This is an optimization exercise on Yosys and OpenROAD, whose aim is small area, a short achievable clock period and few clock cycles, not a production implementation. Function not checked in this run: the RTL went through the layout flow alone. Power figures rest on the tool's default switching activity, not on a simulated workload.

==> flow/design.v <==
module magnitude(input logic [16:0] in, output logic [15:0] out);
    assign out = in[16] ? (~in[15:0] + 16'd1) : in[15:0];
endmodule
module mul_tree(
    input  logic [15:0] a,
    input  logic [15:0] b,
    output logic [31:0] ra,
    output logic [31:0] rb
);
    wire pp0_0 = a[0] & b[0];
    wire pp0_1 = a[1] & b[0];
    wire pp0_2 = a[2] & b[0];
    wire pp0_3 = a[3] & b[0];
    wire pp0_4 = a[4] & b[0];
    wire pp0_5 = a[5] & b[0];
    wire pp0_6 = a[6] & b[0];
    wire pp0_7 = a[7] & b[0];
    wire pp0_8 = a[8] & b[0];
    wire pp0_9 = a[9] & b[0];
    wire pp0_10 = a[10] & b[0];
    wire pp0_11 = a[11] & b[0];
    wire pp0_12 = a[12] & b[0];
    wire pp0_13 = a[13] & b[0];
    wire pp0_14 = a[14] & b[0];
    wire pp0_15 = a[15] & b[0];
    wire pp1_0 = a[0] & b[1];
    wire pp1_1 = a[1] & b[1];
    wire pp1_2 = a[2] & b[1];
    wire pp1_3 = a[3] & b[1];
    wire pp1_4 = a[4] & b[1];
    wire pp1_5 = a[5] & b[1];
    wire pp1_6 = a[6] & b[1];
    wire pp1_7 = a[7] & b[1];
    wire pp1_8 = a[8] & b[1];
    wire pp1_9 = a[9] & b[1];
    wire pp1_10 = a[10] & b[1];
    wire pp1_11 = a[11] & b[1];
    wire pp1_12 = a[12] & b[1];
    wire pp1_13 = a[13] & b[1];
    wire pp1_14 = a[14] & b[1];
    wire pp1_15 = a[15] & b[1];
    wire pp2_0 = a[0] & b[2];
    wire pp2_1 = a[1] & b[2];
    wire pp2_2 = a[2] & b[2];
    wire pp2_3 = a[3] & b[2];
    wire pp2_4 = a[4] & b[2];
    wire pp2_5 = a[5] & b[2];
    wire pp2_6 = a[6] & b[2];
    wire pp2_7 = a[7] & b[2];
    wire pp2_8 = a[8] & b[2];
    wire pp2_9 = a[9] & b[2];
    wire pp2_10 = a[10] & b[2];
    wire pp2_11 = a[11] & b[2];
    wire pp2_12 = a[12] & b[2];
    wire pp2_13 = a[13] & b[2];
    wire pp2_14 = a[14] & b[2];
    wire pp2_15 = a[15] & b[2];
    wire pp3_0 = a[0] & b[3];
    wire pp3_1 = a[1] & b[3];
    wire pp3_2 = a[2] & b[3];
    wire pp3_3 = a[3] & b[3];
    wire pp3_4 = a[4] & b[3];
    wire pp3_5 = a[5] & b[3];
    wire pp3_6 = a[6] & b[3];
    wire pp3_7 = a[7] & b[3];
    wire pp3_8 = a[8] & b[3];
    wire pp3_9 = a[9] & b[3];
    wire pp3_10 = a[10] & b[3];
    wire pp3_11 = a[11] & b[3];
    wire pp3_12 = a[12] & b[3];
    wire pp3_13 = a[13] & b[3];
    wire pp3_14 = a[14] & b[3];
    wire pp3_15 = a[15] & b[3];
    wire pp4_0 = a[0] & b[4];
    wire pp4_1 = a[1] & b[4];
    wire pp4_2 = a[2] & b[4];
    wire pp4_3 = a[3] & b[4];
    wire pp4_4 = a[4] & b[4];
    wire pp4_5 = a[5] & b[4];
    wire pp4_6 = a[6] & b[4];
    wire pp4_7 = a[7] & b[4];
    wire pp4_8 = a[8] & b[4];
    wire pp4_9 = a[9] & b[4];
    wire pp4_10 = a[10] & b[4];
    wire pp4_11 = a[11] & b[4];
    wire pp4_12 = a[12] & b[4];
    wire pp4_13 = a[13] & b[4];
    wire pp4_14 = a[14] & b[4];
    wire pp4_15 = a[15] & b[4];
    wire pp5_0 = a[0] & b[5];
    wire pp5_1 = a[1] & b[5];
    wire pp5_2 = a[2] & b[5];
    wire pp5_3 = a[3] & b[5];
    wire pp5_4 = a[4] & b[5];
    wire pp5_5 = a[5] & b[5];
    wire pp5_6 = a[6] & b[5];
    wire pp5_7 = a[7] & b[5];
    wire pp5_8 = a[8] & b[5];
    wire pp5_9 = a[9] & b[5];
    wire pp5_10 = a[10] & b[5];
    wire pp5_11 = a[11] & b[5];
    wire pp5_12 = a[12] & b[5];
    wire pp5_13 = a[13] & b[5];
    wire pp5_14 = a[14] & b[5];
    wire pp5_15 = a[15] & b[5];
    wire pp6_0 = a[0] & b[6];
    wire pp6_1 = a[1] & b[6];
    wire pp6_2 = a[2] & b[6];
    wire pp6_3 = a[3] & b[6];
    wire pp6_4 = a[4] & b[6];
    wire pp6_5 = a[5] & b[6];
    wire pp6_6 = a[6] & b[6];
    wire pp6_7 = a[7] & b[6];
    wire pp6_8 = a[8] & b[6];
    wire pp6_9 = a[9] & b[6];
    wire pp6_10 = a[10] & b[6];
    wire pp6_11 = a[11] & b[6];
    wire pp6_12 = a[12] & b[6];
    wire pp6_13 = a[13] & b[6];
    wire pp6_14 = a[14] & b[6];
    wire pp6_15 = a[15] & b[6];
    wire pp7_0 = a[0] & b[7];
    wire pp7_1 = a[1] & b[7];
    wire pp7_2 = a[2] & b[7];
    wire pp7_3 = a[3] & b[7];
    wire pp7_4 = a[4] & b[7];
    wire pp7_5 = a[5] & b[7];
    wire pp7_6 = a[6] & b[7];
    wire pp7_7 = a[7] & b[7];
    wire pp7_8 = a[8] & b[7];
    wire pp7_9 = a[9] & b[7];
    wire pp7_10 = a[10] & b[7];
    wire pp7_11 = a[11] & b[7];
    wire pp7_12 = a[12] & b[7];
    wire pp7_13 = a[13] & b[7];
    wire pp7_14 = a[14] & b[7];
    wire pp7_15 = a[15] & b[7];
    wire pp8_0 = a[0] & b[8];
    wire pp8_1 = a[1] & b[8];
    wire pp8_2 = a[2] & b[8];
    wire pp8_3 = a[3] & b[8];
    wire pp8_4 = a[4] & b[8];
    wire pp8_5 = a[5] & b[8];
    wire pp8_6 = a[6] & b[8];
    wire pp8_7 = a[7] & b[8];
    wire pp8_8 = a[8] & b[8];
    wire pp8_9 = a[9] & b[8];
    wire pp8_10 = a[10] & b[8];
    wire pp8_11 = a[11] & b[8];
    wire pp8_12 = a[12] & b[8];
    wire pp8_13 = a[13] & b[8];
    wire pp8_14 = a[14] & b[8];
    wire pp8_15 = a[15] & b[8];
    wire pp9_0 = a[0] & b[9];
    wire pp9_1 = a[1] & b[9];
    wire pp9_2 = a[2] & b[9];
    wire pp9_3 = a[3] & b[9];
    wire pp9_4 = a[4] & b[9];
    wire pp9_5 = a[5] & b[9];
    wire pp9_6 = a[6] & b[9];
    wire pp9_7 = a[7] & b[9];
    wire pp9_8 = a[8] & b[9];
    wire pp9_9 = a[9] & b[9];
    wire pp9_10 = a[10] & b[9];
    wire pp9_11 = a[11] & b[9];
    wire pp9_12 = a[12] & b[9];
    wire pp9_13 = a[13] & b[9];
    wire pp9_14 = a[14] & b[9];
    wire pp9_15 = a[15] & b[9];
    wire pp10_0 = a[0] & b[10];
    wire pp10_1 = a[1] & b[10];
    wire pp10_2 = a[2] & b[10];
    wire pp10_3 = a[3] & b[10];
    wire pp10_4 = a[4] & b[10];
    wire pp10_5 = a[5] & b[10];
    wire pp10_6 = a[6] & b[10];
    wire pp10_7 = a[7] & b[10];
    wire pp10_8 = a[8] & b[10];
    wire pp10_9 = a[9] & b[10];
    wire pp10_10 = a[10] & b[10];
    wire pp10_11 = a[11] & b[10];
    wire pp10_12 = a[12] & b[10];
    wire pp10_13 = a[13] & b[10];
    wire pp10_14 = a[14] & b[10];
    wire pp10_15 = a[15] & b[10];
    wire pp11_0 = a[0] & b[11];
    wire pp11_1 = a[1] & b[11];
    wire pp11_2 = a[2] & b[11];
    wire pp11_3 = a[3] & b[11];
    wire pp11_4 = a[4] & b[11];
    wire pp11_5 = a[5] & b[11];
    wire pp11_6 = a[6] & b[11];
    wire pp11_7 = a[7] & b[11];
    wire pp11_8 = a[8] & b[11];
    wire pp11_9 = a[9] & b[11];
    wire pp11_10 = a[10] & b[11];
    wire pp11_11 = a[11] & b[11];
    wire pp11_12 = a[12] & b[11];
    wire pp11_13 = a[13] & b[11];
    wire pp11_14 = a[14] & b[11];
    wire pp11_15 = a[15] & b[11];
    wire pp12_0 = a[0] & b[12];
    wire pp12_1 = a[1] & b[12];
    wire pp12_2 = a[2] & b[12];
    wire pp12_3 = a[3] & b[12];
    wire pp12_4 = a[4] & b[12];
    wire pp12_5 = a[5] & b[12];
    wire pp12_6 = a[6] & b[12];
    wire pp12_7 = a[7] & b[12];
    wire pp12_8 = a[8] & b[12];
    wire pp12_9 = a[9] & b[12];
    wire pp12_10 = a[10] & b[12];
    wire pp12_11 = a[11] & b[12];
    wire pp12_12 = a[12] & b[12];
    wire pp12_13 = a[13] & b[12];
    wire pp12_14 = a[14] & b[12];
    wire pp12_15 = a[15] & b[12];
    wire pp13_0 = a[0] & b[13];
    wire pp13_1 = a[1] & b[13];
    wire pp13_2 = a[2] & b[13];
    wire pp13_3 = a[3] & b[13];
    wire pp13_4 = a[4] & b[13];
    wire pp13_5 = a[5] & b[13];
    wire pp13_6 = a[6] & b[13];
    wire pp13_7 = a[7] & b[13];
    wire pp13_8 = a[8] & b[13];
    wire pp13_9 = a[9] & b[13];
    wire pp13_10 = a[10] & b[13];
    wire pp13_11 = a[11] & b[13];
    wire pp13_12 = a[12] & b[13];
    wire pp13_13 = a[13] & b[13];
    wire pp13_14 = a[14] & b[13];
    wire pp13_15 = a[15] & b[13];
    wire pp14_0 = a[0] & b[14];
    wire pp14_1 = a[1] & b[14];
    wire pp14_2 = a[2] & b[14];
    wire pp14_3 = a[3] & b[14];
    wire pp14_4 = a[4] & b[14];
    wire pp14_5 = a[5] & b[14];
    wire pp14_6 = a[6] & b[14];
    wire pp14_7 = a[7] & b[14];
    wire pp14_8 = a[8] & b[14];
    wire pp14_9 = a[9] & b[14];
    wire pp14_10 = a[10] & b[14];
    wire pp14_11 = a[11] & b[14];
    wire pp14_12 = a[12] & b[14];
    wire pp14_13 = a[13] & b[14];
    wire pp14_14 = a[14] & b[14];
    wire pp14_15 = a[15] & b[14];
    wire pp15_0 = a[0] & b[15];
    wire pp15_1 = a[1] & b[15];
    wire pp15_2 = a[2] & b[15];
    wire pp15_3 = a[3] & b[15];
    wire pp15_4 = a[4] & b[15];
    wire pp15_5 = a[5] & b[15];
    wire pp15_6 = a[6] & b[15];
    wire pp15_7 = a[7] & b[15];
    wire pp15_8 = a[8] & b[15];
    wire pp15_9 = a[9] & b[15];
    wire pp15_10 = a[10] & b[15];
    wire pp15_11 = a[11] & b[15];
    wire pp15_12 = a[12] & b[15];
    wire pp15_13 = a[13] & b[15];
    wire pp15_14 = a[14] & b[15];
    wire pp15_15 = a[15] & b[15];
    wire hs0 = pp0_13 ^ pp1_12;
    wire hc0 = pp0_13 & pp1_12;
    wire fs1 = pp0_14 ^ pp1_13 ^ pp2_12;
    wire fc1 = (pp0_14 & pp1_13) | (pp0_14 & pp2_12) | (pp1_13 & pp2_12);
    wire hs2 = pp3_11 ^ pp4_10;
    wire hc2 = pp3_11 & pp4_10;
    wire fs3 = pp0_15 ^ pp1_14 ^ pp2_13;
    wire fc3 = (pp0_15 & pp1_14) | (pp0_15 & pp2_13) | (pp1_14 & pp2_13);
    wire fs4 = pp3_12 ^ pp4_11 ^ pp5_10;
    wire fc4 = (pp3_12 & pp4_11) | (pp3_12 & pp5_10) | (pp4_11 & pp5_10);
    wire hs5 = pp6_9 ^ pp7_8;
    wire hc5 = pp6_9 & pp7_8;
    wire fs6 = pp1_15 ^ pp2_14 ^ pp3_13;
    wire fc6 = (pp1_15 & pp2_14) | (pp1_15 & pp3_13) | (pp2_14 & pp3_13);
    wire fs7 = pp4_12 ^ pp5_11 ^ pp6_10;
    wire fc7 = (pp4_12 & pp5_11) | (pp4_12 & pp6_10) | (pp5_11 & pp6_10);
    wire hs8 = pp7_9 ^ pp8_8;
    wire hc8 = pp7_9 & pp8_8;
    wire fs9 = pp2_15 ^ pp3_14 ^ pp4_13;
    wire fc9 = (pp2_15 & pp3_14) | (pp2_15 & pp4_13) | (pp3_14 & pp4_13);
    wire fs10 = pp5_12 ^ pp6_11 ^ pp7_10;
    wire fc10 = (pp5_12 & pp6_11) | (pp5_12 & pp7_10) | (pp6_11 & pp7_10);
    wire fs11 = pp3_15 ^ pp4_14 ^ pp5_13;
    wire fc11 = (pp3_15 & pp4_14) | (pp3_15 & pp5_13) | (pp4_14 & pp5_13);
    wire hs12 = pp0_9 ^ pp1_8;
    wire hc12 = pp0_9 & pp1_8;
    wire fs13 = pp0_10 ^ pp1_9 ^ pp2_8;
    wire fc13 = (pp0_10 & pp1_9) | (pp0_10 & pp2_8) | (pp1_9 & pp2_8);
    wire hs14 = pp3_7 ^ pp4_6;
    wire hc14 = pp3_7 & pp4_6;
    wire fs15 = pp0_11 ^ pp1_10 ^ pp2_9;
    wire fc15 = (pp0_11 & pp1_10) | (pp0_11 & pp2_9) | (pp1_10 & pp2_9);
    wire fs16 = pp3_8 ^ pp4_7 ^ pp5_6;
    wire fc16 = (pp3_8 & pp4_7) | (pp3_8 & pp5_6) | (pp4_7 & pp5_6);
    wire hs17 = pp6_5 ^ pp7_4;
    wire hc17 = pp6_5 & pp7_4;
    wire fs18 = pp0_12 ^ pp1_11 ^ pp2_10;
    wire fc18 = (pp0_12 & pp1_11) | (pp0_12 & pp2_10) | (pp1_11 & pp2_10);
    wire fs19 = pp3_9 ^ pp4_8 ^ pp5_7;
    wire fc19 = (pp3_9 & pp4_8) | (pp3_9 & pp5_7) | (pp4_8 & pp5_7);
    wire fs20 = pp6_6 ^ pp7_5 ^ pp8_4;
    wire fc20 = (pp6_6 & pp7_5) | (pp6_6 & pp8_4) | (pp7_5 & pp8_4);
    wire hs21 = pp9_3 ^ pp10_2;
    wire hc21 = pp9_3 & pp10_2;
    wire fs22 = pp2_11 ^ pp3_10 ^ pp4_9;
    wire fc22 = (pp2_11 & pp3_10) | (pp2_11 & pp4_9) | (pp3_10 & pp4_9);
    wire fs23 = pp5_8 ^ pp6_7 ^ pp7_6;
    wire fc23 = (pp5_8 & pp6_7) | (pp5_8 & pp7_6) | (pp6_7 & pp7_6);
    wire fs24 = pp8_5 ^ pp9_4 ^ pp10_3;
    wire fc24 = (pp8_5 & pp9_4) | (pp8_5 & pp10_3) | (pp9_4 & pp10_3);
    wire fs25 = pp11_2 ^ pp12_1 ^ pp13_0;
    wire fc25 = (pp11_2 & pp12_1) | (pp11_2 & pp13_0) | (pp12_1 & pp13_0);
    wire fs26 = pp5_9 ^ pp6_8 ^ pp7_7;
    wire fc26 = (pp5_9 & pp6_8) | (pp5_9 & pp7_7) | (pp6_8 & pp7_7);
    wire fs27 = pp8_6 ^ pp9_5 ^ pp10_4;
    wire fc27 = (pp8_6 & pp9_5) | (pp8_6 & pp10_4) | (pp9_5 & pp10_4);
    wire fs28 = pp11_3 ^ pp12_2 ^ pp13_1;
    wire fc28 = (pp11_3 & pp12_2) | (pp11_3 & pp13_1) | (pp12_2 & pp13_1);
    wire fs29 = pp14_0 ^ fs1 ^ hs2;
    wire fc29 = (pp14_0 & fs1) | (pp14_0 & hs2) | (fs1 & hs2);
    wire fs30 = pp8_7 ^ pp9_6 ^ pp10_5;
    wire fc30 = (pp8_7 & pp9_6) | (pp8_7 & pp10_5) | (pp9_6 & pp10_5);
    wire fs31 = pp11_4 ^ pp12_3 ^ pp13_2;
    wire fc31 = (pp11_4 & pp12_3) | (pp11_4 & pp13_2) | (pp12_3 & pp13_2);
    wire fs32 = pp14_1 ^ pp15_0 ^ fs3;
    wire fc32 = (pp14_1 & pp15_0) | (pp14_1 & fs3) | (pp15_0 & fs3);
    wire fs33 = fs4 ^ hs5 ^ fc1;
    wire fc33 = (fs4 & hs5) | (fs4 & fc1) | (hs5 & fc1);
    wire fs34 = pp9_7 ^ pp10_6 ^ pp11_5;
    wire fc34 = (pp9_7 & pp10_6) | (pp9_7 & pp11_5) | (pp10_6 & pp11_5);
    wire fs35 = pp12_4 ^ pp13_3 ^ pp14_2;
    wire fc35 = (pp12_4 & pp13_3) | (pp12_4 & pp14_2) | (pp13_3 & pp14_2);
    wire fs36 = pp15_1 ^ fs6 ^ fs7;
    wire fc36 = (pp15_1 & fs6) | (pp15_1 & fs7) | (fs6 & fs7);
    wire fs37 = hs8 ^ fc3 ^ fc4;
    wire fc37 = (hs8 & fc3) | (hs8 & fc4) | (fc3 & fc4);
    wire fs38 = pp8_9 ^ pp9_8 ^ pp10_7;
    wire fc38 = (pp8_9 & pp9_8) | (pp8_9 & pp10_7) | (pp9_8 & pp10_7);
    wire fs39 = pp11_6 ^ pp12_5 ^ pp13_4;
    wire fc39 = (pp11_6 & pp12_5) | (pp11_6 & pp13_4) | (pp12_5 & pp13_4);
    wire fs40 = pp14_3 ^ pp15_2 ^ fs9;
    wire fc40 = (pp14_3 & pp15_2) | (pp14_3 & fs9) | (pp15_2 & fs9);
    wire fs41 = fs10 ^ fc6 ^ fc7;
    wire fc41 = (fs10 & fc6) | (fs10 & fc7) | (fc6 & fc7);
    wire fs42 = pp6_12 ^ pp7_11 ^ pp8_10;
    wire fc42 = (pp6_12 & pp7_11) | (pp6_12 & pp8_10) | (pp7_11 & pp8_10);
    wire fs43 = pp9_9 ^ pp10_8 ^ pp11_7;
    wire fc43 = (pp9_9 & pp10_8) | (pp9_9 & pp11_7) | (pp10_8 & pp11_7);
    wire fs44 = pp12_6 ^ pp13_5 ^ pp14_4;
    wire fc44 = (pp12_6 & pp13_5) | (pp12_6 & pp14_4) | (pp13_5 & pp14_4);
    wire fs45 = pp15_3 ^ fs11 ^ fc9;
    wire fc45 = (pp15_3 & fs11) | (pp15_3 & fc9) | (fs11 & fc9);
    wire fs46 = pp4_15 ^ pp5_14 ^ pp6_13;
    wire fc46 = (pp4_15 & pp5_14) | (pp4_15 & pp6_13) | (pp5_14 & pp6_13);
    wire fs47 = pp7_12 ^ pp8_11 ^ pp9_10;
    wire fc47 = (pp7_12 & pp8_11) | (pp7_12 & pp9_10) | (pp8_11 & pp9_10);
    wire fs48 = pp10_9 ^ pp11_8 ^ pp12_7;
    wire fc48 = (pp10_9 & pp11_8) | (pp10_9 & pp12_7) | (pp11_8 & pp12_7);
    wire fs49 = pp13_6 ^ pp14_5 ^ pp15_4;
    wire fc49 = (pp13_6 & pp14_5) | (pp13_6 & pp15_4) | (pp14_5 & pp15_4);
    wire fs50 = pp5_15 ^ pp6_14 ^ pp7_13;
    wire fc50 = (pp5_15 & pp6_14) | (pp5_15 & pp7_13) | (pp6_14 & pp7_13);
    wire fs51 = pp8_12 ^ pp9_11 ^ pp10_10;
    wire fc51 = (pp8_12 & pp9_11) | (pp8_12 & pp10_10) | (pp9_11 & pp10_10);
    wire fs52 = pp11_9 ^ pp12_8 ^ pp13_7;
    wire fc52 = (pp11_9 & pp12_8) | (pp11_9 & pp13_7) | (pp12_8 & pp13_7);
    wire fs53 = pp6_15 ^ pp7_14 ^ pp8_13;
    wire fc53 = (pp6_15 & pp7_14) | (pp6_15 & pp8_13) | (pp7_14 & pp8_13);
    wire fs54 = pp9_12 ^ pp10_11 ^ pp11_10;
    wire fc54 = (pp9_12 & pp10_11) | (pp9_12 & pp11_10) | (pp10_11 & pp11_10);
    wire fs55 = pp7_15 ^ pp8_14 ^ pp9_13;
    wire fc55 = (pp7_15 & pp8_14) | (pp7_15 & pp9_13) | (pp8_14 & pp9_13);
    wire hs56 = pp0_6 ^ pp1_5;
    wire hc56 = pp0_6 & pp1_5;
    wire fs57 = pp0_7 ^ pp1_6 ^ pp2_5;
    wire fc57 = (pp0_7 & pp1_6) | (pp0_7 & pp2_5) | (pp1_6 & pp2_5);
    wire hs58 = pp3_4 ^ pp4_3;
    wire hc58 = pp3_4 & pp4_3;
    wire fs59 = pp0_8 ^ pp1_7 ^ pp2_6;
    wire fc59 = (pp0_8 & pp1_7) | (pp0_8 & pp2_6) | (pp1_7 & pp2_6);
    wire fs60 = pp3_5 ^ pp4_4 ^ pp5_3;
    wire fc60 = (pp3_5 & pp4_4) | (pp3_5 & pp5_3) | (pp4_4 & pp5_3);
    wire hs61 = pp6_2 ^ pp7_1;
    wire hc61 = pp6_2 & pp7_1;
    wire fs62 = pp2_7 ^ pp3_6 ^ pp4_5;
    wire fc62 = (pp2_7 & pp3_6) | (pp2_7 & pp4_5) | (pp3_6 & pp4_5);
    wire fs63 = pp5_4 ^ pp6_3 ^ pp7_2;
    wire fc63 = (pp5_4 & pp6_3) | (pp5_4 & pp7_2) | (pp6_3 & pp7_2);
    wire fs64 = pp8_1 ^ pp9_0 ^ hs12;
    wire fc64 = (pp8_1 & pp9_0) | (pp8_1 & hs12) | (pp9_0 & hs12);
    wire fs65 = pp5_5 ^ pp6_4 ^ pp7_3;
    wire fc65 = (pp5_5 & pp6_4) | (pp5_5 & pp7_3) | (pp6_4 & pp7_3);
    wire fs66 = pp8_2 ^ pp9_1 ^ pp10_0;
    wire fc66 = (pp8_2 & pp9_1) | (pp8_2 & pp10_0) | (pp9_1 & pp10_0);
    wire fs67 = fs13 ^ hs14 ^ hc12;
    wire fc67 = (fs13 & hs14) | (fs13 & hc12) | (hs14 & hc12);
    wire fs68 = pp8_3 ^ pp9_2 ^ pp10_1;
    wire fc68 = (pp8_3 & pp9_2) | (pp8_3 & pp10_1) | (pp9_2 & pp10_1);
    wire fs69 = pp11_0 ^ fs15 ^ fs16;
    wire fc69 = (pp11_0 & fs15) | (pp11_0 & fs16) | (fs15 & fs16);
    wire fs70 = hs17 ^ fc13 ^ hc14;
    wire fc70 = (hs17 & fc13) | (hs17 & hc14) | (fc13 & hc14);
    wire fs71 = pp11_1 ^ pp12_0 ^ fs18;
    wire fc71 = (pp11_1 & pp12_0) | (pp11_1 & fs18) | (pp12_0 & fs18);
    wire fs72 = fs19 ^ fs20 ^ hs21;
    wire fc72 = (fs19 & fs20) | (fs19 & hs21) | (fs20 & hs21);
    wire fs73 = fc15 ^ fc16 ^ hc17;
    wire fc73 = (fc15 & fc16) | (fc15 & hc17) | (fc16 & hc17);
    wire fs74 = hs0 ^ fs22 ^ fs23;
    wire fc74 = (hs0 & fs22) | (hs0 & fs23) | (fs22 & fs23);
    wire fs75 = fs24 ^ fs25 ^ fc18;
    wire fc75 = (fs24 & fs25) | (fs24 & fc18) | (fs25 & fc18);
    wire fs76 = fc19 ^ fc20 ^ hc21;
    wire fc76 = (fc19 & fc20) | (fc19 & hc21) | (fc20 & hc21);
    wire fs77 = hc0 ^ fs26 ^ fs27;
    wire fc77 = (hc0 & fs26) | (hc0 & fs27) | (fs26 & fs27);
    wire fs78 = fs28 ^ fs29 ^ fc22;
    wire fc78 = (fs28 & fs29) | (fs28 & fc22) | (fs29 & fc22);
    wire fs79 = fc23 ^ fc24 ^ fc25;
    wire fc79 = (fc23 & fc24) | (fc23 & fc25) | (fc24 & fc25);
    wire fs80 = hc2 ^ fs30 ^ fs31;
    wire fc80 = (hc2 & fs30) | (hc2 & fs31) | (fs30 & fs31);
    wire fs81 = fs32 ^ fs33 ^ fc26;
    wire fc81 = (fs32 & fs33) | (fs32 & fc26) | (fs33 & fc26);
    wire fs82 = fc27 ^ fc28 ^ fc29;
    wire fc82 = (fc27 & fc28) | (fc27 & fc29) | (fc28 & fc29);
    wire fs83 = hc5 ^ fs34 ^ fs35;
    wire fc83 = (hc5 & fs34) | (hc5 & fs35) | (fs34 & fs35);
    wire fs84 = fs36 ^ fs37 ^ fc30;
    wire fc84 = (fs36 & fs37) | (fs36 & fc30) | (fs37 & fc30);
    wire fs85 = fc31 ^ fc32 ^ fc33;
    wire fc85 = (fc31 & fc32) | (fc31 & fc33) | (fc32 & fc33);
    wire fs86 = hc8 ^ fs38 ^ fs39;
    wire fc86 = (hc8 & fs38) | (hc8 & fs39) | (fs38 & fs39);
    wire fs87 = fs40 ^ fs41 ^ fc34;
    wire fc87 = (fs40 & fs41) | (fs40 & fc34) | (fs41 & fc34);
    wire fs88 = fc35 ^ fc36 ^ fc37;
    wire fc88 = (fc35 & fc36) | (fc35 & fc37) | (fc36 & fc37);
    wire fs89 = fc10 ^ fs42 ^ fs43;
    wire fc89 = (fc10 & fs42) | (fc10 & fs43) | (fs42 & fs43);
    wire fs90 = fs44 ^ fs45 ^ fc38;
    wire fc90 = (fs44 & fs45) | (fs44 & fc38) | (fs45 & fc38);
    wire fs91 = fc39 ^ fc40 ^ fc41;
    wire fc91 = (fc39 & fc40) | (fc39 & fc41) | (fc40 & fc41);
    wire fs92 = fc11 ^ fs46 ^ fs47;
    wire fc92 = (fc11 & fs46) | (fc11 & fs47) | (fs46 & fs47);
    wire fs93 = fs48 ^ fs49 ^ fc42;
    wire fc93 = (fs48 & fs49) | (fs48 & fc42) | (fs49 & fc42);
    wire fs94 = fc43 ^ fc44 ^ fc45;
    wire fc94 = (fc43 & fc44) | (fc43 & fc45) | (fc44 & fc45);
    wire fs95 = pp14_6 ^ pp15_5 ^ fs50;
    wire fc95 = (pp14_6 & pp15_5) | (pp14_6 & fs50) | (pp15_5 & fs50);
    wire fs96 = fs51 ^ fs52 ^ fc46;
    wire fc96 = (fs51 & fs52) | (fs51 & fc46) | (fs52 & fc46);
    wire fs97 = fc47 ^ fc48 ^ fc49;
    wire fc97 = (fc47 & fc48) | (fc47 & fc49) | (fc48 & fc49);
    wire fs98 = pp12_9 ^ pp13_8 ^ pp14_7;
    wire fc98 = (pp12_9 & pp13_8) | (pp12_9 & pp14_7) | (pp13_8 & pp14_7);
    wire fs99 = pp15_6 ^ fs53 ^ fs54;
    wire fc99 = (pp15_6 & fs53) | (pp15_6 & fs54) | (fs53 & fs54);
    wire fs100 = fc50 ^ fc51 ^ fc52;
    wire fc100 = (fc50 & fc51) | (fc50 & fc52) | (fc51 & fc52);
    wire fs101 = pp10_12 ^ pp11_11 ^ pp12_10;
    wire fc101 = (pp10_12 & pp11_11) | (pp10_12 & pp12_10) | (pp11_11 & pp12_10);
    wire fs102 = pp13_9 ^ pp14_8 ^ pp15_7;
    wire fc102 = (pp13_9 & pp14_8) | (pp13_9 & pp15_7) | (pp14_8 & pp15_7);
    wire fs103 = fs55 ^ fc53 ^ fc54;
    wire fc103 = (fs55 & fc53) | (fs55 & fc54) | (fc53 & fc54);
    wire fs104 = pp8_15 ^ pp9_14 ^ pp10_13;
    wire fc104 = (pp8_15 & pp9_14) | (pp8_15 & pp10_13) | (pp9_14 & pp10_13);
    wire fs105 = pp11_12 ^ pp12_11 ^ pp13_10;
    wire fc105 = (pp11_12 & pp12_11) | (pp11_12 & pp13_10) | (pp12_11 & pp13_10);
    wire fs106 = pp14_9 ^ pp15_8 ^ fc55;
    wire fc106 = (pp14_9 & pp15_8) | (pp14_9 & fc55) | (pp15_8 & fc55);
    wire fs107 = pp9_15 ^ pp10_14 ^ pp11_13;
    wire fc107 = (pp9_15 & pp10_14) | (pp9_15 & pp11_13) | (pp10_14 & pp11_13);
    wire fs108 = pp12_12 ^ pp13_11 ^ pp14_10;
    wire fc108 = (pp12_12 & pp13_11) | (pp12_12 & pp14_10) | (pp13_11 & pp14_10);
    wire fs109 = pp10_15 ^ pp11_14 ^ pp12_13;
    wire fc109 = (pp10_15 & pp11_14) | (pp10_15 & pp12_13) | (pp11_14 & pp12_13);
    wire hs110 = pp0_4 ^ pp1_3;
    wire hc110 = pp0_4 & pp1_3;
    wire fs111 = pp0_5 ^ pp1_4 ^ pp2_3;
    wire fc111 = (pp0_5 & pp1_4) | (pp0_5 & pp2_3) | (pp1_4 & pp2_3);
    wire hs112 = pp3_2 ^ pp4_1;
    wire hc112 = pp3_2 & pp4_1;
    wire fs113 = pp2_4 ^ pp3_3 ^ pp4_2;
    wire fc113 = (pp2_4 & pp3_3) | (pp2_4 & pp4_2) | (pp3_3 & pp4_2);
    wire fs114 = pp5_1 ^ pp6_0 ^ hs56;
    wire fc114 = (pp5_1 & pp6_0) | (pp5_1 & hs56) | (pp6_0 & hs56);
    wire fs115 = pp5_2 ^ pp6_1 ^ pp7_0;
    wire fc115 = (pp5_2 & pp6_1) | (pp5_2 & pp7_0) | (pp6_1 & pp7_0);
    wire fs116 = fs57 ^ hs58 ^ hc56;
    wire fc116 = (fs57 & hs58) | (fs57 & hc56) | (hs58 & hc56);
    wire fs117 = pp8_0 ^ fs59 ^ fs60;
    wire fc117 = (pp8_0 & fs59) | (pp8_0 & fs60) | (fs59 & fs60);
    wire fs118 = hs61 ^ fc57 ^ hc58;
    wire fc118 = (hs61 & fc57) | (hs61 & hc58) | (fc57 & hc58);
    wire fs119 = fs62 ^ fs63 ^ fs64;
    wire fc119 = (fs62 & fs63) | (fs62 & fs64) | (fs63 & fs64);
    wire fs120 = fc59 ^ fc60 ^ hc61;
    wire fc120 = (fc59 & fc60) | (fc59 & hc61) | (fc60 & hc61);
    wire fs121 = fs65 ^ fs66 ^ fs67;
    wire fc121 = (fs65 & fs66) | (fs65 & fs67) | (fs66 & fs67);
    wire fs122 = fc62 ^ fc63 ^ fc64;
    wire fc122 = (fc62 & fc63) | (fc62 & fc64) | (fc63 & fc64);
    wire fs123 = fs68 ^ fs69 ^ fs70;
    wire fc123 = (fs68 & fs69) | (fs68 & fs70) | (fs69 & fs70);
    wire fs124 = fc65 ^ fc66 ^ fc67;
    wire fc124 = (fc65 & fc66) | (fc65 & fc67) | (fc66 & fc67);
    wire fs125 = fs71 ^ fs72 ^ fs73;
    wire fc125 = (fs71 & fs72) | (fs71 & fs73) | (fs72 & fs73);
    wire fs126 = fc68 ^ fc69 ^ fc70;
    wire fc126 = (fc68 & fc69) | (fc68 & fc70) | (fc69 & fc70);
    wire fs127 = fs74 ^ fs75 ^ fs76;
    wire fc127 = (fs74 & fs75) | (fs74 & fs76) | (fs75 & fs76);
    wire fs128 = fc71 ^ fc72 ^ fc73;
    wire fc128 = (fc71 & fc72) | (fc71 & fc73) | (fc72 & fc73);
    wire fs129 = fs77 ^ fs78 ^ fs79;
    wire fc129 = (fs77 & fs78) | (fs77 & fs79) | (fs78 & fs79);
    wire fs130 = fc74 ^ fc75 ^ fc76;
    wire fc130 = (fc74 & fc75) | (fc74 & fc76) | (fc75 & fc76);
    wire fs131 = fs80 ^ fs81 ^ fs82;
    wire fc131 = (fs80 & fs81) | (fs80 & fs82) | (fs81 & fs82);
    wire fs132 = fc77 ^ fc78 ^ fc79;
    wire fc132 = (fc77 & fc78) | (fc77 & fc79) | (fc78 & fc79);
    wire fs133 = fs83 ^ fs84 ^ fs85;
    wire fc133 = (fs83 & fs84) | (fs83 & fs85) | (fs84 & fs85);
    wire fs134 = fc80 ^ fc81 ^ fc82;
    wire fc134 = (fc80 & fc81) | (fc80 & fc82) | (fc81 & fc82);
    wire fs135 = fs86 ^ fs87 ^ fs88;
    wire fc135 = (fs86 & fs87) | (fs86 & fs88) | (fs87 & fs88);
    wire fs136 = fc83 ^ fc84 ^ fc85;
    wire fc136 = (fc83 & fc84) | (fc83 & fc85) | (fc84 & fc85);
    wire fs137 = fs89 ^ fs90 ^ fs91;
    wire fc137 = (fs89 & fs90) | (fs89 & fs91) | (fs90 & fs91);
    wire fs138 = fc86 ^ fc87 ^ fc88;
    wire fc138 = (fc86 & fc87) | (fc86 & fc88) | (fc87 & fc88);
    wire fs139 = fs92 ^ fs93 ^ fs94;
    wire fc139 = (fs92 & fs93) | (fs92 & fs94) | (fs93 & fs94);
    wire fs140 = fc89 ^ fc90 ^ fc91;
    wire fc140 = (fc89 & fc90) | (fc89 & fc91) | (fc90 & fc91);
    wire fs141 = fs95 ^ fs96 ^ fs97;
    wire fc141 = (fs95 & fs96) | (fs95 & fs97) | (fs96 & fs97);
    wire fs142 = fc92 ^ fc93 ^ fc94;
    wire fc142 = (fc92 & fc93) | (fc92 & fc94) | (fc93 & fc94);
    wire fs143 = fs98 ^ fs99 ^ fs100;
    wire fc143 = (fs98 & fs99) | (fs98 & fs100) | (fs99 & fs100);
    wire fs144 = fc95 ^ fc96 ^ fc97;
    wire fc144 = (fc95 & fc96) | (fc95 & fc97) | (fc96 & fc97);
    wire fs145 = fs101 ^ fs102 ^ fs103;
    wire fc145 = (fs101 & fs102) | (fs101 & fs103) | (fs102 & fs103);
    wire fs146 = fc98 ^ fc99 ^ fc100;
    wire fc146 = (fc98 & fc99) | (fc98 & fc100) | (fc99 & fc100);
    wire fs147 = fs104 ^ fs105 ^ fs106;
    wire fc147 = (fs104 & fs105) | (fs104 & fs106) | (fs105 & fs106);
    wire fs148 = fc101 ^ fc102 ^ fc103;
    wire fc148 = (fc101 & fc102) | (fc101 & fc103) | (fc102 & fc103);
    wire fs149 = pp15_9 ^ fs107 ^ fs108;
    wire fc149 = (pp15_9 & fs107) | (pp15_9 & fs108) | (fs107 & fs108);
    wire fs150 = fc104 ^ fc105 ^ fc106;
    wire fc150 = (fc104 & fc105) | (fc104 & fc106) | (fc105 & fc106);
    wire fs151 = pp13_12 ^ pp14_11 ^ pp15_10;
    wire fc151 = (pp13_12 & pp14_11) | (pp13_12 & pp15_10) | (pp14_11 & pp15_10);
    wire fs152 = fs109 ^ fc107 ^ fc108;
    wire fc152 = (fs109 & fc107) | (fs109 & fc108) | (fc107 & fc108);
    wire fs153 = pp11_15 ^ pp12_14 ^ pp13_13;
    wire fc153 = (pp11_15 & pp12_14) | (pp11_15 & pp13_13) | (pp12_14 & pp13_13);
    wire fs154 = pp14_12 ^ pp15_11 ^ fc109;
    wire fc154 = (pp14_12 & pp15_11) | (pp14_12 & fc109) | (pp15_11 & fc109);
    wire fs155 = pp12_15 ^ pp13_14 ^ pp14_13;
    wire fc155 = (pp12_15 & pp13_14) | (pp12_15 & pp14_13) | (pp13_14 & pp14_13);
    wire hs156 = pp0_3 ^ pp1_2;
    wire hc156 = pp0_3 & pp1_2;
    wire fs157 = pp2_2 ^ pp3_1 ^ pp4_0;
    wire fc157 = (pp2_2 & pp3_1) | (pp2_2 & pp4_0) | (pp3_1 & pp4_0);
    wire fs158 = pp5_0 ^ fs111 ^ hs112;
    wire fc158 = (pp5_0 & fs111) | (pp5_0 & hs112) | (fs111 & hs112);
    wire fs159 = fs113 ^ fs114 ^ fc111;
    wire fc159 = (fs113 & fs114) | (fs113 & fc111) | (fs114 & fc111);
    wire fs160 = fs115 ^ fs116 ^ fc113;
    wire fc160 = (fs115 & fs116) | (fs115 & fc113) | (fs116 & fc113);
    wire fs161 = fs117 ^ fs118 ^ fc115;
    wire fc161 = (fs117 & fs118) | (fs117 & fc115) | (fs118 & fc115);
    wire fs162 = fs119 ^ fs120 ^ fc117;
    wire fc162 = (fs119 & fs120) | (fs119 & fc117) | (fs120 & fc117);
    wire fs163 = fs121 ^ fs122 ^ fc119;
    wire fc163 = (fs121 & fs122) | (fs121 & fc119) | (fs122 & fc119);
    wire fs164 = fs123 ^ fs124 ^ fc121;
    wire fc164 = (fs123 & fs124) | (fs123 & fc121) | (fs124 & fc121);
    wire fs165 = fs125 ^ fs126 ^ fc123;
    wire fc165 = (fs125 & fs126) | (fs125 & fc123) | (fs126 & fc123);
    wire fs166 = fs127 ^ fs128 ^ fc125;
    wire fc166 = (fs127 & fs128) | (fs127 & fc125) | (fs128 & fc125);
    wire fs167 = fs129 ^ fs130 ^ fc127;
    wire fc167 = (fs129 & fs130) | (fs129 & fc127) | (fs130 & fc127);
    wire fs168 = fs131 ^ fs132 ^ fc129;
    wire fc168 = (fs131 & fs132) | (fs131 & fc129) | (fs132 & fc129);
    wire fs169 = fs133 ^ fs134 ^ fc131;
    wire fc169 = (fs133 & fs134) | (fs133 & fc131) | (fs134 & fc131);
    wire fs170 = fs135 ^ fs136 ^ fc133;
    wire fc170 = (fs135 & fs136) | (fs135 & fc133) | (fs136 & fc133);
    wire fs171 = fs137 ^ fs138 ^ fc135;
    wire fc171 = (fs137 & fs138) | (fs137 & fc135) | (fs138 & fc135);
    wire fs172 = fs139 ^ fs140 ^ fc137;
    wire fc172 = (fs139 & fs140) | (fs139 & fc137) | (fs140 & fc137);
    wire fs173 = fs141 ^ fs142 ^ fc139;
    wire fc173 = (fs141 & fs142) | (fs141 & fc139) | (fs142 & fc139);
    wire fs174 = fs143 ^ fs144 ^ fc141;
    wire fc174 = (fs143 & fs144) | (fs143 & fc141) | (fs144 & fc141);
    wire fs175 = fs145 ^ fs146 ^ fc143;
    wire fc175 = (fs145 & fs146) | (fs145 & fc143) | (fs146 & fc143);
    wire fs176 = fs147 ^ fs148 ^ fc145;
    wire fc176 = (fs147 & fs148) | (fs147 & fc145) | (fs148 & fc145);
    wire fs177 = fs149 ^ fs150 ^ fc147;
    wire fc177 = (fs149 & fs150) | (fs149 & fc147) | (fs150 & fc147);
    wire fs178 = fs151 ^ fs152 ^ fc149;
    wire fc178 = (fs151 & fs152) | (fs151 & fc149) | (fs152 & fc149);
    wire fs179 = fs153 ^ fs154 ^ fc151;
    wire fc179 = (fs153 & fs154) | (fs153 & fc151) | (fs154 & fc151);
    wire fs180 = pp15_12 ^ fs155 ^ fc153;
    wire fc180 = (pp15_12 & fs155) | (pp15_12 & fc153) | (fs155 & fc153);
    wire fs181 = pp13_15 ^ pp14_14 ^ pp15_13;
    wire fc181 = (pp13_15 & pp14_14) | (pp13_15 & pp15_13) | (pp14_14 & pp15_13);
    wire hs182 = pp0_2 ^ pp1_1;
    wire hc182 = pp0_2 & pp1_1;
    wire fs183 = pp2_1 ^ pp3_0 ^ hs156;
    wire fc183 = (pp2_1 & pp3_0) | (pp2_1 & hs156) | (pp3_0 & hs156);
    wire fs184 = hs110 ^ fs157 ^ hc156;
    wire fc184 = (hs110 & fs157) | (hs110 & hc156) | (fs157 & hc156);
    wire fs185 = hc110 ^ fs158 ^ fc157;
    wire fc185 = (hc110 & fs158) | (hc110 & fc157) | (fs158 & fc157);
    wire fs186 = hc112 ^ fs159 ^ fc158;
    wire fc186 = (hc112 & fs159) | (hc112 & fc158) | (fs159 & fc158);
    wire fs187 = fc114 ^ fs160 ^ fc159;
    wire fc187 = (fc114 & fs160) | (fc114 & fc159) | (fs160 & fc159);
    wire fs188 = fc116 ^ fs161 ^ fc160;
    wire fc188 = (fc116 & fs161) | (fc116 & fc160) | (fs161 & fc160);
    wire fs189 = fc118 ^ fs162 ^ fc161;
    wire fc189 = (fc118 & fs162) | (fc118 & fc161) | (fs162 & fc161);
    wire fs190 = fc120 ^ fs163 ^ fc162;
    wire fc190 = (fc120 & fs163) | (fc120 & fc162) | (fs163 & fc162);
    wire fs191 = fc122 ^ fs164 ^ fc163;
    wire fc191 = (fc122 & fs164) | (fc122 & fc163) | (fs164 & fc163);
    wire fs192 = fc124 ^ fs165 ^ fc164;
    wire fc192 = (fc124 & fs165) | (fc124 & fc164) | (fs165 & fc164);
    wire fs193 = fc126 ^ fs166 ^ fc165;
    wire fc193 = (fc126 & fs166) | (fc126 & fc165) | (fs166 & fc165);
    wire fs194 = fc128 ^ fs167 ^ fc166;
    wire fc194 = (fc128 & fs167) | (fc128 & fc166) | (fs167 & fc166);
    wire fs195 = fc130 ^ fs168 ^ fc167;
    wire fc195 = (fc130 & fs168) | (fc130 & fc167) | (fs168 & fc167);
    wire fs196 = fc132 ^ fs169 ^ fc168;
    wire fc196 = (fc132 & fs169) | (fc132 & fc168) | (fs169 & fc168);
    wire fs197 = fc134 ^ fs170 ^ fc169;
    wire fc197 = (fc134 & fs170) | (fc134 & fc169) | (fs170 & fc169);
    wire fs198 = fc136 ^ fs171 ^ fc170;
    wire fc198 = (fc136 & fs171) | (fc136 & fc170) | (fs171 & fc170);
    wire fs199 = fc138 ^ fs172 ^ fc171;
    wire fc199 = (fc138 & fs172) | (fc138 & fc171) | (fs172 & fc171);
    wire fs200 = fc140 ^ fs173 ^ fc172;
    wire fc200 = (fc140 & fs173) | (fc140 & fc172) | (fs173 & fc172);
    wire fs201 = fc142 ^ fs174 ^ fc173;
    wire fc201 = (fc142 & fs174) | (fc142 & fc173) | (fs174 & fc173);
    wire fs202 = fc144 ^ fs175 ^ fc174;
    wire fc202 = (fc144 & fs175) | (fc144 & fc174) | (fs175 & fc174);
    wire fs203 = fc146 ^ fs176 ^ fc175;
    wire fc203 = (fc146 & fs176) | (fc146 & fc175) | (fs176 & fc175);
    wire fs204 = fc148 ^ fs177 ^ fc176;
    wire fc204 = (fc148 & fs177) | (fc148 & fc176) | (fs177 & fc176);
    wire fs205 = fc150 ^ fs178 ^ fc177;
    wire fc205 = (fc150 & fs178) | (fc150 & fc177) | (fs178 & fc177);
    wire fs206 = fc152 ^ fs179 ^ fc178;
    wire fc206 = (fc152 & fs179) | (fc152 & fc178) | (fs179 & fc178);
    wire fs207 = fc154 ^ fs180 ^ fc179;
    wire fc207 = (fc154 & fs180) | (fc154 & fc179) | (fs180 & fc179);
    wire fs208 = fc155 ^ fs181 ^ fc180;
    wire fc208 = (fc155 & fs181) | (fc155 & fc180) | (fs181 & fc180);
    wire fs209 = pp14_15 ^ pp15_14 ^ fc181;
    wire fc209 = (pp14_15 & pp15_14) | (pp14_15 & fc181) | (pp15_14 & fc181);
    assign ra = {1'b0, pp15_15, fs209, fs208, fs207, fs206, fs205, fs204, fs203, fs202, fs201, fs200, fs199, fs198, fs197, fs196, fs195, fs194, fs193, fs192, fs191, fs190, fs189, fs188, fs187, fs186, fs185, fs184, fs183, pp2_0, pp0_1, pp0_0};
    assign rb = {1'b0, fc209, fc208, fc207, fc206, fc205, fc204, fc203, fc202, fc201, fc200, fc199, fc198, fc197, fc196, fc195, fc194, fc193, fc192, fc191, fc190, fc189, fc188, fc187, fc186, fc185, fc184, fc183, hc182, hs182, pp1_0, 1'b0};
endmodule
module fir_filter(
    input  logic        clk,
    input  logic        n_rst,
    input  logic        start_sample,    
    input  logic        start_load,      
    input  logic [15:0] new_sample,      
    input  logic [63:0] coeff_regs,      
    output logic        busy,
    output logic        err,
    output logic [16:0] r_q              
);
    logic [15:0] x0, x1, x2;             
    logic [15:0] f0, f1, f2, f3;         
    logic [16:0] q3;                     
    logic [16:0] qd;                     
    logic        e1, e2;                 
    logic [3:0]  s1;                     
    logic [3:0]  s2;                     
    logic        ld;                     
    logic [15:0] ma, mb;
    logic [31:0] ra, rb;                 
    logic [16:0] pa, pb;                 
    logic        c15;                    
    assign x0 = new_sample;
    always_comb begin
        ma = s1[1] ? x1 : (s1[2] ? x2 : x0);
        mb = ({16{s1[0]}} & f0) | ({16{s1[3]}} & f1) | ({16{s1[1]}} & f2) | ({16{s1[2]}} & f3);
    end
    mul_tree tree(.a(ma), .b(mb), .ra(ra), .rb(rb));
    logic [14:0] lo;
    logic        c15_d;
    assign {c15_d, lo} = {1'b0, ra[14:0]} + {1'b0, rb[14:0]};
    always_ff @(posedge clk) begin
        pa <= ra[31:15];
        pb <= rb[31:15];
        c15 <= c15_d;
    end
    logic [16:0] ph;
    assign ph = pa + pb + {16'd0, c15};
    logic [17:0] ea, eb, na, nq3;
    logic [17:0] s1a, c1a, s2a, c2a;
    logic [17:0] t3, t4;
    always_comb begin
        ea  = {1'b0, pa};
        eb  = {1'b0, pb};
        if (s2[3]) na = ~{2'b00, qd[16] ? 16'd0 : qd[15:0]};
        else       na = ~{qd[16], qd};
        nq3 = ~{2'b00, q3[15:0]};
        s1a = ea ^ eb ^ na;
        c1a = {((ea[16:0] & eb[16:0]) | (ea[16:0] & na[16:0]) | (eb[16:0] & na[16:0])), c15};
        t3  = s1a + c1a + 18'd1;
        s2a = s1a ^ c1a ^ nq3;
        c2a = {((s1a[16:0] & c1a[16:0]) | (s1a[16:0] & nq3[16:0]) | (c1a[16:0] & nq3[16:0])), 1'b1};
        t4  = s2a + c2a + 18'd1;
    end
    logic        ovf3, ovf4, e_next;
    logic [16:0] r;
    always_comb begin
        ovf3 = ~e2 & ~t3[17] & t3[16];
        ovf4 = t4[17] & ~t4[16];
        e_next = 1'b1;
        if (ph[16])                      r = 17'd0;
        else if (e1)                     r = {1'b0, ph[15:0]};
        else if (e2 | ovf3 | q3[16])     r = t3[16:0];
        else begin
            r = t4[16:0];
            e_next = ovf4;
        end
    end
    wire acc = s2[0];
    always_ff @(posedge clk, negedge n_rst) begin
        if (!n_rst) begin
            x1 <= '0; x2 <= '0;
            f0 <= '0; f1 <= '0; f2 <= '0; f3 <= '0;
            q3 <= '0; qd <= '0; e1 <= 1'b0; e2 <= 1'b0;
            s1 <= '0; s2 <= '0; ld <= 1'b0;
            busy <= 1'b0; err <= 1'b0; r_q <= '0;
        end else begin
            if (start_sample) begin
                x1 <= x0;
                x2 <= x1;
            end
            if (start_load) begin
                f0 <= coeff_regs[15:0];
                f1 <= coeff_regs[31:16];
                f2 <= coeff_regs[47:32];
                f3 <= coeff_regs[63:48];
            end
            if (s2[1]) qd <= ph;
            if (s2[2]) q3 <= ph;
            if (s2[3]) begin
                qd <= t3[16:0];
                e1 <= ph[16];
                e2 <= qd[16];
            end
            if (acc) begin
                r_q <= r;
                err <= e_next;
            end else if (start_load) begin
                err <= 1'b0;
            end
            if (start_sample)    s1 <= 4'b0001;
            else if (start_load) s1 <= 4'b0010;
            else                 s1 <= {s1[2:0], 1'b0};
            s2 <= s1;
            if (start_sample)    ld <= 1'b0;
            else if (start_load) ld <= 1'b1;
            busy <= start_sample | start_load | (~ld & s1[0]) | (ld & (s1[1] | s1[2] | s1[3]));
        end
    end
endmodule
module ahb_lite_fir_filter(
    input logic clk,
    input logic n_rst,
    input logic hsel,
    input logic [3:0] haddr,
    input logic hsize,
    input logic [1:0] htrans,
    input logic hwrite,
    input logic [15:0] hwdata,
    output logic [15:0] hrdata,
    output logic hresp
);
    logic        wr_q;           
    logic [3:0]  a_q;
    logic        sz_q;
    logic [13:4][7:0] regs;      
    logic [7:1]  reg14;          
    logic        busy, err;
    logic [15:0] fir_out;
    logic [16:0] r_q;
    logic [13:4] be;
    assign hresp = hsel & ((hwrite & ((haddr <= 4'd3) | (haddr == 4'd15)))
                         | (~hwrite & (haddr == 4'd15)));
    always_comb begin
        for (int i = 4; i <= 13; i++)
            be[i] = wr_q & (a_q[3:1] == i[3:1]) & (sz_q | (a_q[0] == i[0]));
    end
    wire be14 = wr_q & (a_q == 4'd14);
    wire start_sample = be[4] | be[5];
    wire start_load = be14 & hwdata[0];
    always_ff @(posedge clk, negedge n_rst) begin
        if (!n_rst) begin
            wr_q <= 1'b0;
            a_q <= '0;
            sz_q <= 1'b0;
            for (int i = 4; i <= 13; i++) regs[i] <= '0;
            reg14 <= '0;
        end else begin
            wr_q <= hsel & (htrans != 2'b00) & hwrite & ~hresp;
            a_q <= haddr;
            sz_q <= hsize;
            for (int i = 4; i <= 13; i++)
                if (be[i]) regs[i] <= i[0] ? hwdata[15:8] : hwdata[7:0];
            if (be14) reg14 <= hwdata[0] ? 7'd0 : hwdata[7:1];
        end
    end
    magnitude mag_u(.in(r_q), .out(fir_out));
    logic [7:0] rb [0:15];
    always_comb begin
        rb[0] = {7'd0, busy};
        rb[1] = {7'd0, err};
        rb[2] = fir_out[7:0];
        rb[3] = fir_out[15:8];
        for (int i = 4; i <= 13; i++) rb[i] = regs[i];
        rb[14] = {reg14, 1'b0};
        rb[15] = 8'd0;
        hrdata[15:8] = (a_q == 4'd14 || (!sz_q && !a_q[0])) ? 8'd0 : rb[{a_q[3:1], 1'b1}];
        hrdata[7:0]  = (!sz_q && a_q[0]) ? 8'd0 : rb[{a_q[3:1], 1'b0}];
    end
    fir_filter filt(
        .clk(clk), .n_rst(n_rst),
        .start_sample(start_sample), .start_load(start_load),
        .new_sample({regs[5], regs[4]}),
        .coeff_regs({regs[13], regs[12], regs[11], regs[10], regs[9], regs[8], regs[7], regs[6]}),
        .busy(busy), .err(err), .r_q(r_q)
    );
endmodule
==> flow/run.sh <==
#!/bin/bash
# synth_recipe.tcl (not shown) runs the flow's synth.tcl, then flattens the netlist and writes it again
# the make line also repeats each setting of config.mk as NAME=value (left out here)
make -C /OpenROAD-flow-scripts/flow DESIGN_CONFIG=/design/flow/config.mk WORK_HOME=/design/flow/orfs CLKGATE_MAP_FILE= SYNTH_SCRIPT=/design/flow/synth_recipe.tcl finish
==> flow/config.mk <==
export PLATFORM = sky130hd
export DESIGN_NAME = ahb_lite_fir_filter
export DESIGN_NICKNAME = ahb_lite_fir_filter
export VERILOG_FILES = /design/flow/design.v
export SDC_FILE = /design/flow/constraint.sdc
export NUM_CORES = 4
export LEC_CHECK = 0
export CAP_MARGIN = 30
export CORE_MARGIN = 2
export CORE_UTILIZATION = 40
export SETUP_SLACK_MARGIN = 5
export SLEW_MARGIN = 30
export TNS_END_PERCENT = 100
==> flow/constraint.sdc <==
create_clock -name core_clock -period 10.0 [get_ports {clk}]
set_input_delay 2.0000 -clock core_clock [delete_from_list [all_inputs] [get_ports {clk}]]
set_output_delay 2.0000 -clock core_clock [all_outputs]
set_load 0.01 [all_outputs]
==> notes.md <==
-- layer usage --
metal | global-route usage, % | up-vias | share of wire (%)
met3 | 3.17 | 93 | 5.5
met1 | 31.5 | 8301 | 44
met2 | 37.9 | 513 | 48
met5 | 0 | - | 0.020
met4 | 5.40 | 2 | 2.5
li1 | - | 7352 | -
-- state kept, by name (all words and copies together), names as in the netlist, 4 cells and up --
signal / count
regs: 80
filt.q3: 17
filt.qd: 17
filt.r_q: 17
filt.f0: 16
filt.f1: 16
filt.f2: 16
filt.f3: 16
filt.pa: 16
filt.pb: 16
filt.x1: 16
filt.x2: 16
reg14: 7
a_q: 4
filt.s1: 4
filt.s2: 4
-- layout make-up --
| class | instances | area share (%) |
|---|---|---|
| well taps | 696 | 3.43 |
| inverters | 303 | 4.48 |
| repair buffers | 132 | 5.18 |
| clock buffers | 46 | 3.85 |
| multi-input cells | 1526 | 54.7 |
| clock inverters | 15 | 0.788 |
| flip-flops and latches | 286 | 27.6 |
-- cell families (layout without fill, tap and decap cells) --
group	Yosys count	in the layout	share of synthesized area, %
xor gates and xnor gates	51	51	2.03
muxes	225	225	11.3
AOI/OAI and AO/OA	328	328	10.1
adders and majority gates	310	310	25.6
buffers and inverters	398	496	6.87
and+or+nand+nor	612	612	12.3
DFF	286	286	31.8
-- power by group through the flow --
stage               sequential, mW  combinational (mW)  clock [mW]
finish                        1.54                1.90        1.30
global route                  1.56                2.10        1.38
CTS                           1.53                1.82        1.32
detailed placement            1.54                1.74           0
global placement              1.54                1.71           0
floorplan                     1.45                1.31           0
-- worst max-delay path, delay by kind of cell (launching register included) --
family                     cells  cell delay (ns)
adders and majority gates      7             3.19
buffers and inverters          4             0.40
DFF                            1             0.49
and+or+nand+nor                3             0.36
muxes                          1             0.15
AOI/OAI and AO/OA              4             0.63
-- worst paths after layout --
kind	end	startpoint	slack, ns
min in group asynchronous	filt.qd[3]	n_rst	1.44
hold / removal	filt.x2[1]	filt.x2[1]	0.47
setup reg to reg	filt.c15	filt.s1[2]	4.71
max in group asynchronous	filt.s1[2]	n_rst	7.09
hold reg to reg	filt.x2[1]	filt.x2[1]	0.47
setup / recovery	filt.c15	filt.s1[2]	4.71
-- timing repair --
action,in CTS,in global routing
cloned,1,2
endpoints found under the setup margin,49,33
resized for setup,85,63
setup buffers,39,22
pin swaps,21,47
hold endpoints to repair,0,0
hold buffers,0,0
-- per-stage QoR --
step,power [mW],hold WS [ns]
3_3_place_gp,3.25,0.459
6_report,4.74,0.475
2_1_floorplan,2.76,0.352
5_1_grt,5.03,0.506
3_5_place_dp,3.28,0.463
4_1_cts,4.67,0.475
-- cell usage in the layout, fill, tap and decap left out, drive strengths merged, types with 7 or more instances in the layout --
cell / count
nand2b: 27
nor3: 12
a22oi: 32
xnor2: 42
o21a: 23
fa: 231
o21ai: 73
or2: 39
a21oi: 79
dfrtp: 253
xor2: 9
dfxtp: 33
nand3b: 8
a211oi: 14
a22o: 10
nor2b: 16
clkbuf: 50
clkinv: 10
nor2: 229
buf: 89
mux2: 171
a221oi: 12
inv: 304
and2: 30
a31oi: 9
a21o: 17
clkdlybuf4s50: 33
mux2i: 52
nand2: 222
nand3: 10
ha: 79
a221o: 7
or3: 7
==> impl_metrics.py <==
metrics = {
    "placement": {
        "place_congestion": 0.881,
        "place_worst_setup_slack_ns": 3.89,
        "place_inst": 2879,
        "hpwl_mm": 46.0,
        "placed_area_um2": 23200,
        "port_buffers": 43,
    },
    "worst_setup_path": {
        "cp.required_ns": 10.47,
        "crit_chain": "buf_12, buf_12, mux2i_1, nor2_1, a21oi_4, nor2_2, fa_1, inv_1, fa_1, fa_1, fa_1, fa_1, inv_1, fa_1, ha_4, and4_4, o211ai_1, o21a_1, a31oi_1",
        "slowest_stage": "fa_1",
        "worstSetupStartpointType": "flop",
        "path_max_fanout": 7,
        "endpoint_kind": "flop",
        "slowest_delay_ns": 0.53,
        "arrival_ns": 5.76,
        "crit_top_cell": "fa_1",
        "criticalPathCategory": "reg -> reg",
        "reg2reg_depth": 19,
    },
    "route": {
        "wl_mm": 63.9,
        "wl_per_cell_um": 21.3,
        "via_count": 16261,
        "avgViaCountPerCell": 5.41,
        "first_iter_violations": 1254,
        "firstDrtPassIters": 6,
        "drc_errors": 0,
        "ant_nets": 0,
    },
    "final_layout": {
        "multiInputGateArea_um2": 13900,
        "final_cells": 3004,
        "final_nets": 2620,
        "drive_gt1_share_pct": 20.2,
        "n_antenna_cell": 0,
        "fillerInstances": 5071,
        "final_core_utilization_pct": 47.0,
        "area_delta_synth_final_pct": 15.7,
        "design_area_um2": 25400,
        "register_area_um2": 7010,
    },
    "sta": {
        "setup_viol": 0,
        "layout_min_cycle_time_ns": 5.29,
        "grt_setup_unrepaired": "true",
        "fmax_mhz": 189,
        "hold_viol": 0,
        "relSlewSlack_pct": 32.7,
        "period_share_pct": 52.9,
        "report.final.slew_viol_count": 0,
        "tightest_slew_ns": 1.00,
        "finalSetupTns_ns": 0,
        "setup_slack_ns": 4.71,
        "fin_skew_ns": 0.0395,
    },
    "status": {
        "status": "timing/DRC/antenna clean",
    },
    "power": {
        "powerDensity_nw_per_um2": 186,
        "power.switching_mw": 1.79,
        "clock_power_share_pct": 27.5,
        "leakage_nw": 11.7,
        "p_comb_share_pct": 40.0,
        "intPower_mw": 2.95,
        "switching_share_pct": 37.8,
        "peakVddDrop_uv": 119,
        "seq_power_share_pct": 32.5,
    },
    "synthesis": {
        "synthMostInstantiatedCell": "inv_1",
        "synth_area_leader_cell": "dfrtp_1",
        "synthCells": 2210,
        "async_flop_share_pct": 88.5,
        "synthTopCellsByArea": "dfrtp_1, fa_1, mux2_2",
        "synth.top_cell.area_share_pct": 28.8,
        "ys_top_cells_by_count": "inv_1, dfrtp_1, fa_1, nor2_1, nand2_1",
        "synth_area_per_cell_um2": 9.93,
        "synth_nets": 2547,
        "synth_area_um2": 22000,
        "synth_edf_count": 0,
        "synth-main-ff-cell": "dfrtp_1",
        "ys_warn_count": 3,
        "synth.yosys.seq_area_share_pct": 31.8,
        "synth.distinct_cells": 73,
        "yosys_register_bits": 286,
    },
    "grt": {
        "grt_pass1_vias": 17098,
        "overflow": 0,
        "grt_max_degree": 94,
        "antenna_found_initial": 1,
        "grt_pass1_wl_mm": 100,
        "grt_use_total_pct": 22.7,
    },
    "cts": {
        "cts_sinks": 286,
        "clk_pin_slew_worst_paths_ns": 0.08,
        "cts_max_level": 2,
        "cts_buffer_depth": 3,
        "cts-root-buf": "clkbuf_16",
        "insertion_delay_ns": 0.55,
        "cts_buffers": 34,
        "cts_tree": "done",
    },
    "worst_hold_path": {
        "hold_depth": 2,
        "min_path_type": "reg -> reg",
    },
    "die": {
        "initial_core_util_pct": 40.6,
        "die-area_um2": 56800,
        "ioPinCount": 44,
        "coreArea_um2": 54000,
        "num_rows": 85,
        "die_h_um": 238,
        "die_w_um": 238,
    },
    "flow_run": {
        "max-cap-violations": 0,
    },
}

what the ideal ports hide:
Ports are ideal in the flow. The routed layout listed here was re-timed in OpenROAD. Step 1, drivers: a clkbuf_16 drives clk and a buf_2 each remaining input, both assumed. Step 2 times the ports against the registers' clock, not the clock port: input delays grow and output delays shrink by t, the midpoint of the rising clock arrivals with the driver on. Three values: ideal, step 1, step 2; two values: the first two.
t (ns): 0.583
setup slack, ns: 4.708 / 4.708 / 4.708
hold WS [ns]: 0.475 / 0.475 / 0.475
worst setup path after step 2: register to register
After both steps this run still meets setup and hold. The setup slack of this run moves by 0.000 ns with the drivers and by 0.000 ns with both steps.
